What follows belongs to an exercise in optimizing a design on an open flow for a short achievable clock period and few clock cycles; a production flow would make more cautious choices. Function was checked by simulation only, so behaviour that the tests miss may differ from the original. Power figures rest on the tool's default switching activity, not on a simulated workload.

`flow/config.mk`:
```
export PLATFORM = sky130hd
export DESIGN_NAME = nr_mcu
export DESIGN_NICKNAME = nr_mcu
export VERILOG_FILES = /design/flow/design.v
export SDC_FILE = /design/flow/constraint.sdc
export NUM_CORES = 4
export LEC_CHECK = 0
export CAP_MARGIN = 20
export CORE_MARGIN = 2
export CORE_UTILIZATION = 40
export SLEW_MARGIN = 20
```
`flow/constraint.sdc`:
```
create_clock -name core_clock -period 7.0 [get_ports {clk}]
set_input_delay 1.4000 -clock core_clock [delete_from_list [all_inputs] [get_ports {clk}]]
set_output_delay 1.4000 -clock core_clock [all_outputs]
set_load 0.01 [all_outputs]
```
`flow/design.v`:
```
module nr_mcu(clk, enable, code_addr, code_din, emif_addr, emif_wr_n, emif_rd_n, emif_din, emif_dout);
   input            clk;
   input            enable;
   output [15:0]    code_addr;
   input [39:0]     code_din;
   output [31:0]    emif_addr;
   reg [31:0]       emif_addr;
   output           emif_wr_n;
   reg              emif_wr_n;
   output           emif_rd_n;
   reg              emif_rd_n;
   output [31:0]    emif_din;
   reg [31:0]       emif_din;
   input [31:0]     emif_dout;
   localparam K_READ = 0, K_WRITE = 1, K_IREAD = 2, K_IWRITE = 3, K_SET = 4,
              K_ADD = 5, K_AND = 6, K_OR = 7, K_XOR = 8, K_SHL = 9, K_SHR = 10,
              K_SHL4 = 11, K_SHR4 = 12, K_DELAY = 13;
   localparam NK = 14;
   reg [15:0]       pc_f;
   reg              d_v;
   reg [15:0]       d_pc;
   reg              hold;
   reg              hold_jcc;
   reg              halted;
   reg [15:0]       bk1, bk2, bk3, bk4;
   reg              r_v;
   reg [NK-1:0]     r_k;
   reg [31:0]       r_dat;
   reg              e_v;
   reg [NK-1:0]     e_k;
   reg [31:0]       e_dat;
   reg [31:0]       e_opnd;
   reg              e_started;
   reg [31:0]       R0;
   reg [31:0]       regs [0:31];
   reg              b_rd, b_wr;
   reg [3:0]        bc;
   reg [31:0]       dly;
   assign code_addr = pc_f;
   wire [7:0]  op_d = code_din[39:32];
   wire d_jmp  = (op_d == 8'h11);
   wire d_jeq  = (op_d == 8'h12);
   wire d_jne  = (op_d == 8'h13);
   wire d_call = (op_d == 8'h51);
   wire d_ret  = (op_d == 8'h52);
   wire d_jcc  = d_jeq | d_jne;
   wire [NK-1:0] d_k;
   assign d_k[K_READ]   = (op_d == 8'h01);
   assign d_k[K_WRITE]  = (op_d == 8'h02);
   assign d_k[K_IREAD]  = (op_d == 8'h21);
   assign d_k[K_IWRITE] = (op_d == 8'h22);
   assign d_k[K_SET]    = (op_d == 8'h23);
   assign d_k[K_ADD]    = (op_d == 8'h31);
   assign d_k[K_AND]    = (op_d == 8'h32);
   assign d_k[K_OR]     = (op_d == 8'h33);
   assign d_k[K_XOR]    = (op_d == 8'h34);
   assign d_k[K_SHL]    = (op_d == 8'h35);
   assign d_k[K_SHR]    = (op_d == 8'h36);
   assign d_k[K_SHL4]   = (op_d == 8'h37);
   assign d_k[K_SHR4]   = (op_d == 8'h38);
   assign d_k[K_DELAY]  = (op_d == 8'h41);
   wire d_data = |d_k;
   wire d_ctl  = d_jmp | d_jcc | d_call | d_ret;
   wire bus_idle = ~b_rd & ~b_wr;
   wire bus_free = bus_idle | (b_rd & (bc == 4'd9)) | (b_wr & (bc == 4'd5));
   wire dly_ok   = (dly[31:1] == 31'd0);           
   wire dly_zero = dly_ok & ~dly[0];
   wire dly_ok2  = (dly[31:2] == 30'd0) & ~(dly[1] & dly[0]);   
   wire e_acc      = e_k[K_READ] | e_k[K_WRITE];
   wire e_start    = e_v & e_acc & ~e_started & bus_free & dly_ok;
   wire e_rd_done  = e_v & e_k[K_READ] & e_started & b_rd & (bc == 4'd8);
   wire e_dly_go   = e_v & e_k[K_DELAY] & bus_idle & dly_zero;
   wire e_go       = e_v & ((~e_acc & ~e_k[K_DELAY]) |
                            (e_k[K_WRITE] & e_start) |
                            e_rd_done | e_dly_go);
   wire e_free     = ~e_v | e_go;
   wire r_adv      = r_v & e_free;
   wire r_free     = ~r_v | e_free;
   wire gn_e = e_v & ((e_k[K_READ] & e_started & b_rd & (bc == 4'd7)) |
                      (e_acc & ~e_started & dly_ok2 &
                       (bus_free | (b_rd & (bc == 4'd8)) | (b_wr & (bc == 4'd4)))) |
                      (e_k[K_DELAY] & dly_ok &
                       (bus_idle | (b_rd & (bc == 4'd9)) | (b_wr & (bc == 4'd5)))));
   wire r_wr0  = r_k[K_READ] | r_k[K_IREAD] | r_k[K_SET] | r_k[K_ADD] | r_k[K_AND] |
                 r_k[K_OR] | r_k[K_XOR] | r_k[K_SHL] | r_k[K_SHR] | r_k[K_SHL4] | r_k[K_SHR4];
   wire e_wr0  = e_k[K_READ] | e_k[K_IREAD] | e_k[K_SET] | e_k[K_ADD] | e_k[K_AND] |
                 e_k[K_OR] | e_k[K_XOR] | e_k[K_SHL] | e_k[K_SHR] | e_k[K_SHL4] | e_k[K_SHR4];
   wire R0z    = (R0 == 32'd0);
   wire opz    = (e_opnd == 32'd0);
   wire [31:0] a_x = R0 ^ e_opnd;
   wire [31:0] a_o = R0 | e_opnd;
   wire addz   = ~a_x[0] & (a_x[31:1] == a_o[30:0]);
   wire e_z    = (e_k[K_SET]  & (e_dat == 32'd0)) |
                 (e_k[K_IREAD] & opz) |
                 (e_k[K_ADD]  & addz) |
                 (e_k[K_AND]  & ((R0 & e_opnd) == 32'd0)) |
                 (e_k[K_OR]   & R0z & opz) |
                 (e_k[K_XOR]  & (a_x == 32'd0)) |
                 (e_k[K_SHL]  & (R0[30:0] == 31'd0)) |
                 (e_k[K_SHR]  & (R0[31:1] == 31'd0)) |
                 (e_k[K_SHL4] & (R0[27:0] == 28'd0)) |
                 (e_k[K_SHR4] & (R0[31:4] == 28'd0));
   reg zres, zval;
   always @(*) begin
      if (r_v & r_wr0) begin
         zres = r_k[K_SET];
         zval = (r_dat == 32'd0);
      end else if (e_v & e_wr0) begin
         zres = ~e_k[K_READ];
         zval = e_z;
      end else begin
         zres = 1'b1;
         zval = R0z;
      end
   end
   wire d_take  = d_v & (d_jmp | d_call | d_ret | (d_jeq & zres & zval) | (d_jne & zres & ~zval));
   wire d_stall = d_v & ((d_data & ~r_free) | (d_jcc & ~zres));
   wire d_halt  = d_v & ~d_data & ~d_ctl;
   wire d_tor   = d_v & d_data & r_free;       
   wire r_unres = r_k[K_READ] | (r_wr0 & ~r_k[K_SET]);
   wire go_j = r_adv ? ~r_k[K_READ] :
               (~(r_v & r_unres) & ~(e_v & e_k[K_READ] & ~e_go));
   wire go_e = ~r_v | r_adv | gn_e;
   wire go_n = hold_jcc ? go_j : go_e;
   wire [15:0] d_pc1  = d_pc + 16'd1;
   wire [15:0] pc_f1  = pc_f + 16'd1;
   always @(posedge clk) begin
      if (~enable) begin
         pc_f <= 16'd0;
         d_v <= 1'b0;
         hold <= 1'b0;
         hold_jcc <= 1'b0;
         halted <= 1'b0;
      end else if (halted | d_halt) begin
         halted <= 1'b1;
         d_v <= 1'b0;
      end else if (d_take) begin
         pc_f <= d_ret ? bk1 : code_din[15:0];
         d_v <= 1'b0;
         hold <= 1'b0;
      end else if (d_stall) begin
         if (hold) begin
            d_v <= 1'b1;
            d_pc <= pc_f;
            pc_f <= go_n ? pc_f1 : pc_f;
            hold <= ~go_n;
         end else begin
            pc_f <= d_pc;
            d_v <= 1'b0;
            hold <= 1'b1;
            hold_jcc <= d_jcc;
         end
      end else if (d_v) begin
         if (hold) begin
            d_v <= 1'b0;
            pc_f <= d_pc1;
            hold <= 1'b0;
         end else begin
            d_v <= 1'b1;
            d_pc <= pc_f;
            pc_f <= pc_f1;
         end
      end else begin
         d_v <= 1'b1;
         d_pc <= pc_f;
         if (hold) begin
            pc_f <= go_n ? pc_f1 : pc_f;
            hold <= ~go_n;
         end else
            pc_f <= pc_f1;
      end
   end
   always @(posedge clk) begin
      if (enable & ~halted & d_take & d_call) begin
         bk1 <= d_pc1;
         bk2 <= bk1;
         bk3 <= bk2;
         bk4 <= bk3;
      end else if (enable & ~halted & d_take & d_ret) begin
         bk1 <= bk2;
         bk2 <= bk3;
         bk3 <= bk4;
      end
   end
   always @(posedge clk) begin
      if (~enable)
         r_v <= 1'b0;
      else if (r_free)
         r_v <= d_tor & ~halted;
      if (r_free) begin
         r_k <= d_k;
         r_dat <= code_din[31:0];
      end
   end
   wire [4:0]  r_idx = r_dat[4:0];
   wire [31:0] r_opnd = (e_v & e_k[K_IWRITE] & (e_dat[4:0] == r_idx)) ? R0 : regs[r_idx];
   always @(posedge clk) begin
      if (~enable) begin
         e_v <= 1'b0;
         e_started <= 1'b0;
      end else if (e_free) begin
         e_v <= r_v;
         e_started <= 1'b0;
      end else if (e_start)
         e_started <= 1'b1;
      if (e_free) begin
         e_k <= r_k;
         e_dat <= r_dat;
         e_opnd <= r_opnd;
      end
   end
   always @(posedge clk) begin
      if (e_v) begin
         if (e_rd_done)        R0 <= emif_dout;
         else if (e_k[K_SET])  R0 <= e_dat;
         else if (e_k[K_IREAD]) R0 <= e_opnd;
         else if (e_k[K_ADD])  R0 <= R0 + e_opnd;
         else if (e_k[K_AND])  R0 <= R0 & e_opnd;
         else if (e_k[K_OR])   R0 <= R0 | e_opnd;
         else if (e_k[K_XOR])  R0 <= R0 ^ e_opnd;
         else if (e_k[K_SHL])  R0 <= {R0[30:0], 1'b0};
         else if (e_k[K_SHR])  R0 <= {1'b0, R0[31:1]};
         else if (e_k[K_SHL4]) R0 <= {R0[27:0], 4'b0000};
         else if (e_k[K_SHR4]) R0 <= {4'b0000, R0[31:4]};
      end
   end
   always @(posedge clk) begin
      if (e_v & e_k[K_IWRITE])
         regs[e_dat[4:0]] <= R0;
   end
   always @(posedge clk) begin
      if (~enable)
         dly <= 32'd0;
      else if (e_dly_go)
         dly <= e_dat;
      else if (~dly_zero)
         dly <= dly - 32'd1;
   end
   always @(posedge clk) begin
      if (~enable) begin
         b_rd <= 1'b0;
         b_wr <= 1'b0;
         emif_rd_n <= 1'b1;
         emif_wr_n <= 1'b1;
      end else if (e_start) begin
         emif_addr <= e_dat;
         if (e_k[K_WRITE])
            emif_din <= R0;
         b_rd <= e_k[K_READ];
         b_wr <= e_k[K_WRITE];
         bc <= 4'd0;
         emif_rd_n <= 1'b1;
         emif_wr_n <= 1'b1;
      end else if (b_rd) begin
         bc <= bc + 4'd1;
         emif_rd_n <= ~(bc <= 4'd7);
         if (bc == 4'd9)
            b_rd <= 1'b0;
      end else if (b_wr) begin
         bc <= bc + 4'd1;
         emif_wr_n <= ~(bc == 4'd3);
         if (bc == 4'd5)
            b_wr <= 1'b0;
      end
   end
endmodule
```
`flow/run.sh`:
```
#!/bin/bash
# synth_recipe.tcl (not shown) runs the flow's synth.tcl, then flattens the netlist and writes it again
# the make line also repeats each setting of config.mk as NAME=value (left out here)
make -C /OpenROAD-flow-scripts/flow DESIGN_CONFIG=/design/flow/config.mk WORK_HOME=/design/flow/orfs CLKGATE_MAP_FILE= SYNTH_SCRIPT=/design/flow/synth_recipe.tcl finish
```
==> reports/results.tsv, run 1 <==
stage	metric	value	unit
run_status	outcome	no timing/DRC/antenna violations	
pwr	p_per_area	265	mW/mm^2
critical_path	critical_path.max_stage_delay	0.60	ns
pwr	total_power	0.0182	W
timing	setup_ws	2.45	ns
pwr	ir_drop	0.000176	V
placement	place_area	0.0644	sq mm
floorplan	start_util	40.2	%
clocking	hold_buffers	0	
placement	portBuffers	155	
synthesis	async_flop_share	0	%
layout	fin_area	0.0687	sq mm
detailed_routing	final_antenna_net_count	0	
timing	hold_viol	0	
detailed_routing	drt_iter0_markers	4543	
synthesis	synth_fp_nets	3765	
global_routing	track_usage	22.4	%
global_routing	grt_pass1_wl	247	mm
detailed_routing	drc	0	
critical_path	critPathLaunchType	flop	
critical_path	arrival	5.01	ns
clocking	path_clk_slew	0.06	ns
global_routing	grt_start_max_net_pins	117	
timing	max_slew.worst_pin.slew	1.19	ns
critical_path	crit_path_end_kind	flop	
critical_path	critical_path_required	7.46	ns
critical_path	worstPathCellList	buf_4 > inv_1 > ha_1 > nor4_1 > nand4_1 > nor4_1 > or4b_1 > a2111oi_1 > buf_4 > mux2i_1 > a21oi_4 > nor3_2 > buf_4	
placement	dpl_worst_slack	1.75	ns
clocking	clk_path_buf_depth	3	
layout	final_core_util	46.0	%
detailed_routing	wire_per_inst	29.1	microns
synthesis	yosysTopAreaCell	edfxtp_1	
synthesis	ys_seq_elements	1387	
global_routing	first_global_vias	33800	
clocking	numCtsBuffers	142	
timing	rsz0062_at_grt	no	
global_routing	grt_overflow	0	
timing	post-route-min-period	4.55	ns
pwr	leakage	22.0	nW
clocking	cts_resized	0	
timing	setup_viol	0	
pwr	power.switching	0.00431	W
timing	fin_setup_tns	0	ns
clocking	clk_latency	0.79	ns
timing	period_share	65.0	%
floorplan	coreArea	0.149	sq mm
synthesis	netlist_area	0.0600	sq mm
floorplan	rows	142	
layout	synthToLayoutAreaGrowth	14.5	%
critical_path	cpMaxStageDelayCell	a2111oi_1	
pwr	pwr-share-comb	9.3	%
critical_path	critPathKind	flop to flop	
placement	gp_congestion	0.967	
clocking	post_cts_buffers	0	
synthesis	syn_inst	3619	
synthesis	yosysSeqAreaShare	68.4	%
synthesis	synth_edf_count	1328	
clocking	clock-sinks	1387	
timing	max_slew_margin	20.4	%
hold_path	hp-class	flop to flop	
clocking	cts_tree	yes	
synthesis	synthMostInstantiatedCell	edfxtp_1	
floorplan	die_w	391	microns
pwr	switching_share	23.7	%
clocking	cts_root_buf	clkbuf_16	
detailed_routing	vias_per_cell	5.88	
synthesis	synth_top_cell_area_share	66.5	%
critical_path	crit_fanout	41	
layout	drive_above_1_share	18.7	%
detailed_routing	vias	34900	
pwr	p_seq_share	51.3	%
synthesis	ys_warn_count	1	
floorplan	die_h	391	microns
timing	drv_slew	0	
synthesis	synth_cell_types	85	
pwr	clkPwrFrac	39.4	%
synthesis	syn_area_per_cell	16.6	sq um
layout	fin_nets	3955	
placement	dpl.hpwl	103	mm
synthesis	synth_flop_cell	edfxtp_1	
job	maxCapViolCount	0	
synthesis	synth.area.top_cells	edfxtp_1 (66%), mux4_2 (12%), mux2i_1 (2.1%)	
detailed_routing	wl	173	mm
timing	max_freq	0.220	GHz
global_routing	antenna_found_initial	10	
floorplan	dieArea	0.153	sq mm
critical_path	path_common_cell	buf_4	
synthesis	synthTopCellsByCount	edfxtp_1 (1328), mux4_2 (320), nor2_1 (225)	
pwr	p_int	0.0139	W
layout	fill_cells	12800	
detailed_routing	firstDrtPassIters	5	
floorplan	io_pins	156	
critical_path	rrSetupSlack	2.45	ns
timing	clock_skew	0.0330	ns
clocking	htreeDepth	4	
registers in the layout (all words and copies together), names as in the netlist, 4 cells and up:
name       flops
bk4           16
bk2           16
e_k           14
bc             4
emif_din      32
pc_f          16
bk3           16
bk1           16
r_k           14
d_pc          16
e_dat         32
e_opnd        32
R0            32
dly           32
regs        1024
r_dat         32
emif_addr     32
worst paths after layout:
kind,startpoint,to,cells past startpoint
worst min register to register,r_k[13],e_k[13],0
worst max register to register,R0[22],d_pc[10],13
worst max-delay path,R0[22],d_pc[10],13
worst min-delay path,r_k[13],e_k[13],0
layer usage:
metal	routed length, microns	share of wire (%)	vias up	global-route usage [%]
met2	81200	47	1578	35.2
met5	64	0.037	-	0
li1	-	-	14800	-
met3	12800	7.4	311	4.02
met1	72500	42	18200	31.4
met4	6110	3.5	8	8.19
cell usage in the layout, fill, tap and decap left out, drive strengths merged, types with 16 or more instances in the layout:
| master | instances |
|---|---|
| edfxtp | 1328 |
| mux4 | 320 |
| nor2 | 226 |
| nand2 | 184 |
| clkbuf | 178 |
| a21oi | 165 |
| clkdlybuf4s50 | 155 |
| mux2i | 128 |
| o21ai | 120 |
| buf | 108 |
| inv | 101 |
| xnor2 | 76 |
| ha | 71 |
| nor4 | 66 |
| dfxtp | 59 |
| nor3 | 58 |
| mux2 | 52 |
| clkinv | 51 |
| nand3 | 50 |
| a211oi | 46 |
| xor2 | 34 |
| and3 | 28 |
| o211ai | 23 |
| nand4 | 19 |
| or3 | 18 |
| a31oi | 16 |
cells by family (layout without fill, tap and decap cells):
group | after synthesis | count (layout) | synth area share, %
AO/OA/AOI/OAI | 492 | 492 | 5.20
XOR/XNOR | 110 | 110 | 1.61
adder cells (fa/ha/maj) | 72 | 72 | 1.51
buffers and inverters | 313 | 604 | 2.02
flip-flops | 1387 | 1387 | 68.4
multiplexers | 500 | 500 | 15.1
other | 0 | 2 | 0
AND/OR/NAND/NOR | 745 | 745 | 6.12
critical path: cells and delay by family (launching register included):
family | cells | cell delay [ns]
simple gates | 5 | 1.16
buf+inv | 4 | 1.00
compound gates | 2 | 0.86
fa+ha+maj | 1 | 0.53
mux | 1 | 0.34
flops | 1 | 0.32
stage by stage:
stage	instances	hold slack, ns
after global placement	5680	0.404
after global routing	5928	0.435
after floorplan	3619	0.400
after detailed placement	5680	0.410
after CTS	5925	0.424
final	5928	0.422
final cells by class:
type                       count  area, sq um  area share [%]
timing repair buffer         263         2440            3.56
multi-input combinational   1919        18100            26.3
inverter                      96          360           0.524
sequential                  1387        41100            59.8
antenna                        2         5.00         0.00728
clock buffer                 178         3730            5.43
clock inverter                67          533           0.776
tap                         2016         2520            3.67
power by group through the flow:
| stage | Sequential, W | Combinational (W) | Clock, W |
|---|---|---|---|
| final | 0.00933 | 0.00170 | 0.00717 |
| after global routing | 0.00934 | 0.00183 | 0.00758 |
| after CTS | 0.00932 | 0.00168 | 0.00729 |
| after detailed placement | 0.00949 | 0.00168 | 0 |
| after global placement | 0.00949 | 0.00167 | 0 |
| after floorplan | 0.00941 | 0.00124 | 0 |
Testbench counts, summed over its fixed seeds: cycles 65,538.
==> inputs of run 2 (changes only) <==
--- a/flow/design.v
+++ b/flow/design.v
@@ -32,4 +32,6 @@
    reg [31:0]       e_opnd;
    reg              e_started;
+   reg              r_started;
+   reg              r0p;              
    reg [31:0]       R0;
    reg [31:0]       regs [0:31];
@@ -68,14 +70,20 @@
    wire dly_ok2  = (dly[31:2] == 30'd0) & ~(dly[1] & dly[0]);   
    wire e_acc      = e_k[K_READ] | e_k[K_WRITE];
-   wire e_start    = e_v & e_acc & ~e_started & bus_free & dly_ok;
-   wire e_rd_done  = e_v & e_k[K_READ] & e_started & b_rd & (bc == 4'd8);
+   wire e_needr0   = e_k[K_WRITE] | e_k[K_IWRITE] | e_k[K_ADD] | e_k[K_AND] | e_k[K_OR] |
+                     e_k[K_XOR] | e_k[K_SHL] | e_k[K_SHR] | e_k[K_SHL4] | e_k[K_SHR4];
+   wire e_start    = e_v & e_acc & ~e_started & bus_free & dly_ok & ~(e_k[K_WRITE] & r0p);
+   wire rd_data    = b_rd & (bc == 4'd8);         
    wire e_dly_go   = e_v & e_k[K_DELAY] & bus_idle & dly_zero;
-   wire e_go       = e_v & ((~e_acc & ~e_k[K_DELAY]) |
+   wire e_go       = e_v & ((e_k[K_READ] & (e_started | e_start)) |
                             (e_k[K_WRITE] & e_start) |
-                            e_rd_done | e_dly_go);
+                            e_dly_go |
+                            (~e_acc & ~e_k[K_DELAY] & ~(e_needr0 & r0p)));
    wire e_free     = ~e_v | e_go;
    wire r_adv      = r_v & e_free;
    wire r_free     = ~r_v | e_free;
-   wire gn_e = e_v & ((e_k[K_READ] & e_started & b_rd & (bc == 4'd7)) |
+   wire r_start    = r_v & r_k[K_READ] & ~r_started & bus_free & dly_ok &
+                     ~(e_v & ((e_acc & ~e_started) | e_k[K_DELAY]));
+   wire e_kill     = e_v & (e_k[K_SET] | e_k[K_IREAD]);
+   wire gn_e = e_v & ((e_needr0 & r0p & rd_data) |
                       (e_acc & ~e_started & dly_ok2 &
                        (bus_free | (b_rd & (bc == 4'd8)) | (b_wr & (bc == 4'd4)))) |
@@ -107,8 +115,8 @@
          zval = (r_dat == 32'd0);
       end else if (e_v & e_wr0) begin
-         zres = ~e_k[K_READ];
+         zres = e_k[K_SET] | e_k[K_IREAD] | (~e_k[K_READ] & ~r0p);
          zval = e_z;
       end else begin
-         zres = 1'b1;
+         zres = ~r0p;
          zval = R0z;
       end
@@ -119,6 +127,7 @@
    wire d_tor   = d_v & d_data & r_free;       
    wire r_unres = r_k[K_READ] | (r_wr0 & ~r_k[K_SET]);
-   wire go_j = r_adv ? ~r_k[K_READ] :
-               (~(r_v & r_unres) & ~(e_v & e_k[K_READ] & ~e_go));
+   wire r0p_n = (r0p & ~rd_data) | r_start | (e_start & e_k[K_READ]);
+   wire go_j = r_adv ? (r_k[K_SET] | r_k[K_IREAD] | (~r_k[K_READ] & ~r0p_n)) :
+               (~(r_v & r_unres) & ~(e_v & e_k[K_READ] & ~e_go) & ~r0p_n);
    wire go_e = ~r_v | r_adv | gn_e;
    wire go_n = hold_jcc ? go_j : go_e;
@@ -188,4 +197,8 @@
       else if (r_free)
          r_v <= d_tor & ~halted;
+      if (~enable | r_free)
+         r_started <= 1'b0;
+      else if (r_start)
+         r_started <= 1'b1;
       if (r_free) begin
          r_k <= d_k;
@@ -201,5 +214,5 @@
       end else if (e_free) begin
          e_v <= r_v;
-         e_started <= 1'b0;
+         e_started <= r_started | r_start;
       end else if (e_start)
          e_started <= 1'b1;
@@ -211,7 +224,12 @@
    end
    always @(posedge clk) begin
-      if (e_v) begin
-         if (e_rd_done)        R0 <= emif_dout;
-         else if (e_k[K_SET])  R0 <= e_dat;
+      if (~enable)
+         r0p <= 1'b0;
+      else if (r_start | (e_start & e_k[K_READ]))
+         r0p <= 1'b1;
+      else if (rd_data | e_kill)
+         r0p <= 1'b0;
+      if (e_kill | (e_v & e_wr0 & ~e_k[K_READ] & ~r0p)) begin
+         if (e_k[K_SET])  R0 <= e_dat;
          else if (e_k[K_IREAD]) R0 <= e_opnd;
          else if (e_k[K_ADD])  R0 <= R0 + e_opnd;
@@ -223,8 +241,9 @@
          else if (e_k[K_SHL4]) R0 <= {R0[27:0], 4'b0000};
          else if (e_k[K_SHR4]) R0 <= {4'b0000, R0[31:4]};
-      end
-   end
-   always @(posedge clk) begin
-      if (e_v & e_k[K_IWRITE])
+      end else if (r0p & rd_data)
+         R0 <= emif_dout;
+   end
+   always @(posedge clk) begin
+      if (e_v & e_k[K_IWRITE] & ~r0p)
          regs[e_dat[4:0]] <= R0;
    end
@@ -243,10 +262,10 @@
          emif_rd_n <= 1'b1;
          emif_wr_n <= 1'b1;
-      end else if (e_start) begin
-         emif_addr <= e_dat;
-         if (e_k[K_WRITE])
+      end else if (e_start | r_start) begin
+         emif_addr <= e_start ? e_dat : r_dat;
+         if (e_start & e_k[K_WRITE])
             emif_din <= R0;
-         b_rd <= e_k[K_READ];
-         b_wr <= e_k[K_WRITE];
+         b_rd <= ~(e_start & e_k[K_WRITE]);
+         b_wr <= e_start & e_k[K_WRITE];
          bc <= 4'd0;
          emif_rd_n <= 1'b1;
--- a/flow/config.mk
+++ b/flow/config.mk
@@ -6,6 +6,8 @@
 export NUM_CORES = 4
 export LEC_CHECK = 0
+export ABC_CLOCK_PERIOD_IN_PS = 2400
 export CAP_MARGIN = 20
 export CORE_MARGIN = 2
 export CORE_UTILIZATION = 40
+export SETUP_SLACK_MARGIN = 4.6
 export SLEW_MARGIN = 20
==> run 2 against run 1 <==
Against the previous run:
- sequential cell count rose by 7
- clock-buffer cell count did not move
- combinational power rose by 43%
- core utilization rose by 7.4 points
- largest cell class unchanged
- cell count rose by 12%
- worst hold slack got worse by 0.0044 ns
- sequential share of layout area fell by 8.8 points
- non-clock buffer count rose by 542
==> reports/results.tsv, run 2 <==
stage	metric	value	unit	change
clocking	hold_buffers	0		unchanged
synthesis	synth_fp_nets	3892		was 3765
placement	place_area	0.0659	sq mm	was 0.0644 sq mm
detailed_routing	firstDrtPassIters	5		unchanged
hold_path	holdPathStages	0		unchanged
synthesis	synth_compound_area_share	5.83	%	was 5.20%
layout	fill_cells	11900		was 12800
synthesis	synth_top_cell_area_share	65.4	%	was 66.5%
floorplan	coreArea	0.152	sq mm	was 0.149 sq mm
detailed_routing	vias_per_cell	6.17		was 5.88
synthesis	synthTopCellsByCount	edfxtp_1 (1328), mux4_2 (320), nand2_1 (249)		was edfxtp_1 (1328), mux4_2 (320), nor2_1 (225)
synthesis	synth_cell_types	92		was 85
clocking	cts_tree	yes		unchanged
global_routing	grt_start_max_net_pins	72		was 117
timing	hold_slack	0.418	ns	was 0.422 ns
detailed_routing	vias	41000		was 34900
pwr	p_seq_share	47.5	%	was 51.3%
pwr	power.switching	0.00495	W	was 0.00431 W
layout	drive_above_1_share	38.9	%	was 18.7%
global_routing	grt_overflow	0		unchanged
hold_path	worstHoldStart	r_k[3]		was r_k[13]
pwr	p_int	0.0148	W	was 0.0139 W
timing	hold_viol	0		unchanged
timing	drv_slew	0		unchanged
critical_path	arrival	4.49	ns	was 5.01 ns
clocking	htreeDepth	4		unchanged
hold_path	hold_end	e_k[3]		was e_k[13]
synthesis	synth_flop_cell	edfxtp_1		unchanged
layout	final_cell_mix	edfxtp_1 (1328), buf_4 (321), mux4_2 (320), nand2_1 (228), nor2_1 (168)		was edfxtp_1 (1328), mux4_2 (320), nor2_1 (190), nand2_1 (182), a21oi_1 (164)
clocking	numCtsBuffers	148		was 142
layout	mostFrequentLayoutCell	edfxtp_1		unchanged
timing	fin_setup_tns	0	ns	unchanged
critical_path	crit_path_end_kind	flop		unchanged
hold_path	hp-class	flop to flop		unchanged
floorplan	die_h	394	microns	was 391 microns
synthesis	async_flop_share	0	%	unchanged
pwr	ir_drop	0.000243	V	was 0.000176 V
pwr	leakage	27.7	nW	was 22.0 nW
detailed_routing	drt_iter0_markers	5586		was 4543
placement	dp.cells	5822		was 5680
timing	max_freq	0.255	GHz	was 0.220 GHz
critical_path	reg2reg_from	R0[26]		was R0[22]
critical_path	critPathLaunchType	flop		unchanged
critical_path	rr_endpoint	bk3[7]		was d_pc[10]
timing	post-route-min-period	3.92	ns	was 4.55 ns
timing	rsz0062_at_grt	yes		was no
floorplan	die_w	394	microns	was 391 microns
detailed_routing	wire_per_inst	33.7	microns	was 29.1 microns
clocking	clock-sinks	1394		was 1387
detailed_routing	final_antenna_net_count	0		unchanged
clocking	path_clk_slew	0.07	ns	was 0.06 ns
placement	gp_congestion	0.994		was 0.967
layout	fin_nets	4635		was 3955
placement	portBuffers	155		unchanged
clocking	cts_root_buf	clkbuf_16		unchanged
global_routing	track_usage	27.9	%	was 22.4%
global_routing	first_global_vias	38900		was 33800
pwr	clkPwrFrac	40.2	%	was 39.4%
pwr	pwr-share-comb	12.3	%	was 9.3%
synthesis	syn_inst	3746		was 3619
layout	final_cells	6639		was 5928
floorplan	io_pins	156		unchanged
global_routing	antenna_found_initial	6		was 10
floorplan	rows	143		was 142
synthesis	yosysSeqAreaShare	67.6	%	was 68.4%
pwr	switching_share	25.1	%	was 23.7%
synthesis	synth_top_family_by_area	multiplexers		unchanged
critical_path	crit_fanout	5		was 41
critical_path	rr_worst_depth	11		was 13
pwr	p_per_area	244	mW/mm^2	was 265 mW/mm^2
synthesis	synth_edf_count	1328		unchanged
timing	max_slew.worst_pin.slew	1.10	ns	was 1.19 ns
layout	final_core_util	53.4	%	was 46.0%
detailed_routing	drc	0		unchanged
synthesis	synthAdderAreaFrac	1.49	%	was 1.51%
run_status	outcome	no timing/DRC/antenna violations		unchanged
critical_path	rrSetupSlack	3.08	ns	was 2.45 ns
synthesis	yosys.area_share.simple	6.61	%	was 6.12%
synthesis	ys_warn_count	1		unchanged
global_routing	grt_pass1_wl	305	mm	was 247 mm
layout	largest_register_ffs	1024		unchanged
synthesis	syn_area_per_cell	16.3	sq um	was 16.6 sq um
detailed_routing	wl	224	mm	was 173 mm
job	maxCapViolCount	0		unchanged
clocking	clk_latency	0.84	ns	was 0.79 ns
critical_path	critical_path_required	7.58	ns	was 7.46 ns
timing	max_slew_margin	27.0	%	was 20.4%
synthesis	ys_seq_elements	1394		was 1387
synthesis	netlist_area	0.0609	sq mm	was 0.0600 sq mm
floorplan	dieArea	0.155	sq mm	was 0.153 sq mm
clocking	clk_path_buf_depth	3		unchanged
synthesis	yosysTopAreaCell	edfxtp_1		unchanged
timing	setup_viol	0		unchanged
timing	clock_skew	0.0793	ns	was 0.0330 ns
timing	period_share	56.0	%	was 65.0%
placement	dpl.hpwl	120	mm	was 103 mm
synthesis	synth.area.top_cells	edfxtp_1 (65%), mux4_2 (12%), dfxtp_1 (2.2%)		was edfxtp_1 (66%), mux4_2 (12%), mux2i_1 (2.1%)
synthesis	synthMostInstantiatedCell	edfxtp_1		unchanged
critical_path	critPathKind	flop to flop		unchanged
floorplan	start_util	40.2	%	about the same
synthesis	synthXorXnorAreaFrac	1.34	%	was 1.61%
layout	fin_area	0.0810	sq mm	was 0.0687 sq mm
layout	synthToLayoutAreaGrowth	32.9	%	was 14.5%
synthesis	synth_mux_area_share	15.1	%	about the same
-- run 2: kinds of logic after synthesis --
logic type,after synthesis
mux,493
fa+ha+maj,72
xor+xnor,93
simple gates,832
flops,1394
buf+inv,317
compound gates,545
-- run 2: layout make-up --
cell class	instances	area, sq um	area share (%)
Sequential cell	1394	41300	51.0
Timing Repair Buffer	805	10100	12.5
Antenna cell	1	2.50	0.00309
Clock inverter	91	1080	1.34
Clock buffer	178	3830	4.73
Inverter	97	420	0.519
Multi-Input combinational cell	2043	21700	26.8
Tap cell	2030	2540	3.14
-- run 2: how the worst max path moves through the flow --
stage	from	to	cells after the start
floorplan	code_din[39]	bk1[15]	10
global placement	code_din[36]	bk4[6]	9
detailed placement	code_din[36]	bk4[6]	9
CTS	R0[13]	bk3[10]	12
global route	R0[26]	bk3[7]	11
finish	R0[26]	bk3[7]	11
-- run 2: per-layer routing --
layer / global-route usage (%) / part of all wire (%)
met5: 0 / 0.027
met4: 13.2 / 5.7
met3: 5.12 / 9.4
met2: 43.6 / 46
met1: 37.9 / 39
-- run 2: timing repair --
| action | 4_1_cts | 5_1_grt |
|---|---|---|
| gates cloned | 81 | 20 |
| setup endpoints to repair | 1591 | 1108 |
| resized for setup | 1003 | 251 |
| buffers inserted | 331 | 115 |
| pin swaps | 142 | 108 |
-- run 2: power groups by stage --
stage	Combinational [W]	Clock, W	Sequential, W
CTS	0.00202	0.00802	0.00934
global placement	0.00150	0	0.00952
floorplan	0.00111	0	0.00942
global route	0.00254	0.00833	0.00939
detailed placement	0.00150	0	0.00952
finish	0.00243	0.00794	0.00938
-- run 2: critical path: stages (launching register included) --
cell and delay [ns]:
edfxtp_1 0.44, buf_12 0.17, nor4_4 0.36, nand4_1 0.28, o21ai_2 0.30, a21oi_4 0.14, or4_4 0.54, mux2i_4 0.19
o21ai_4 0.09, or4_4 0.62, clkbuf_16 0.22, mux2_4 0.29
-- run 2: metrics by stage --
stage | total power (W) | setup WS, ns
floorplan | 0.0105 | 3.09
global placement | 0.0110 | 1.51
detailed placement | 0.0110 | 1.50
CTS | 0.0194 | 3.12
global route | 0.0203 | 3.06
finish | 0.0198 | 3.08
Testbench counts of run 2, summed over its fixed seeds: cycles 60,871.

## afterwards: timing with drivers on the ports
How much do the figures lean on ideal ports? The routed layouts below were timed once more, with nothing changed but the port constraints.
Step 1 assumes that a clkbuf_16 drives the clock port and a buf_2 every other input.
Step 2 adds t to the input delays and takes it off the output delays; t is the mean of the earliest and latest rising clock arrival at the registers after step 1. Input paths then give back, and output paths get back, about the clock's delay inside the block.
Slacks: ideal / step 1 / step 2; pairs: ideal / step 1.
run | t (ns) | slack for setup (ns) | hold WS [ns]
run 1 | 0.853 | 2.448 / 2.448 / 1.758 | 0.422 / 0.422 / 0.422
run 2 | 0.887 | 3.081 / 3.081 / 2.309 | 0.418 / 0.418 / 0.418
After both steps every run listed still meets setup and hold. For run 2, which loses most, drivers alone change the setup slack by 0.000 ns; drivers and shift together by -0.772 ns.
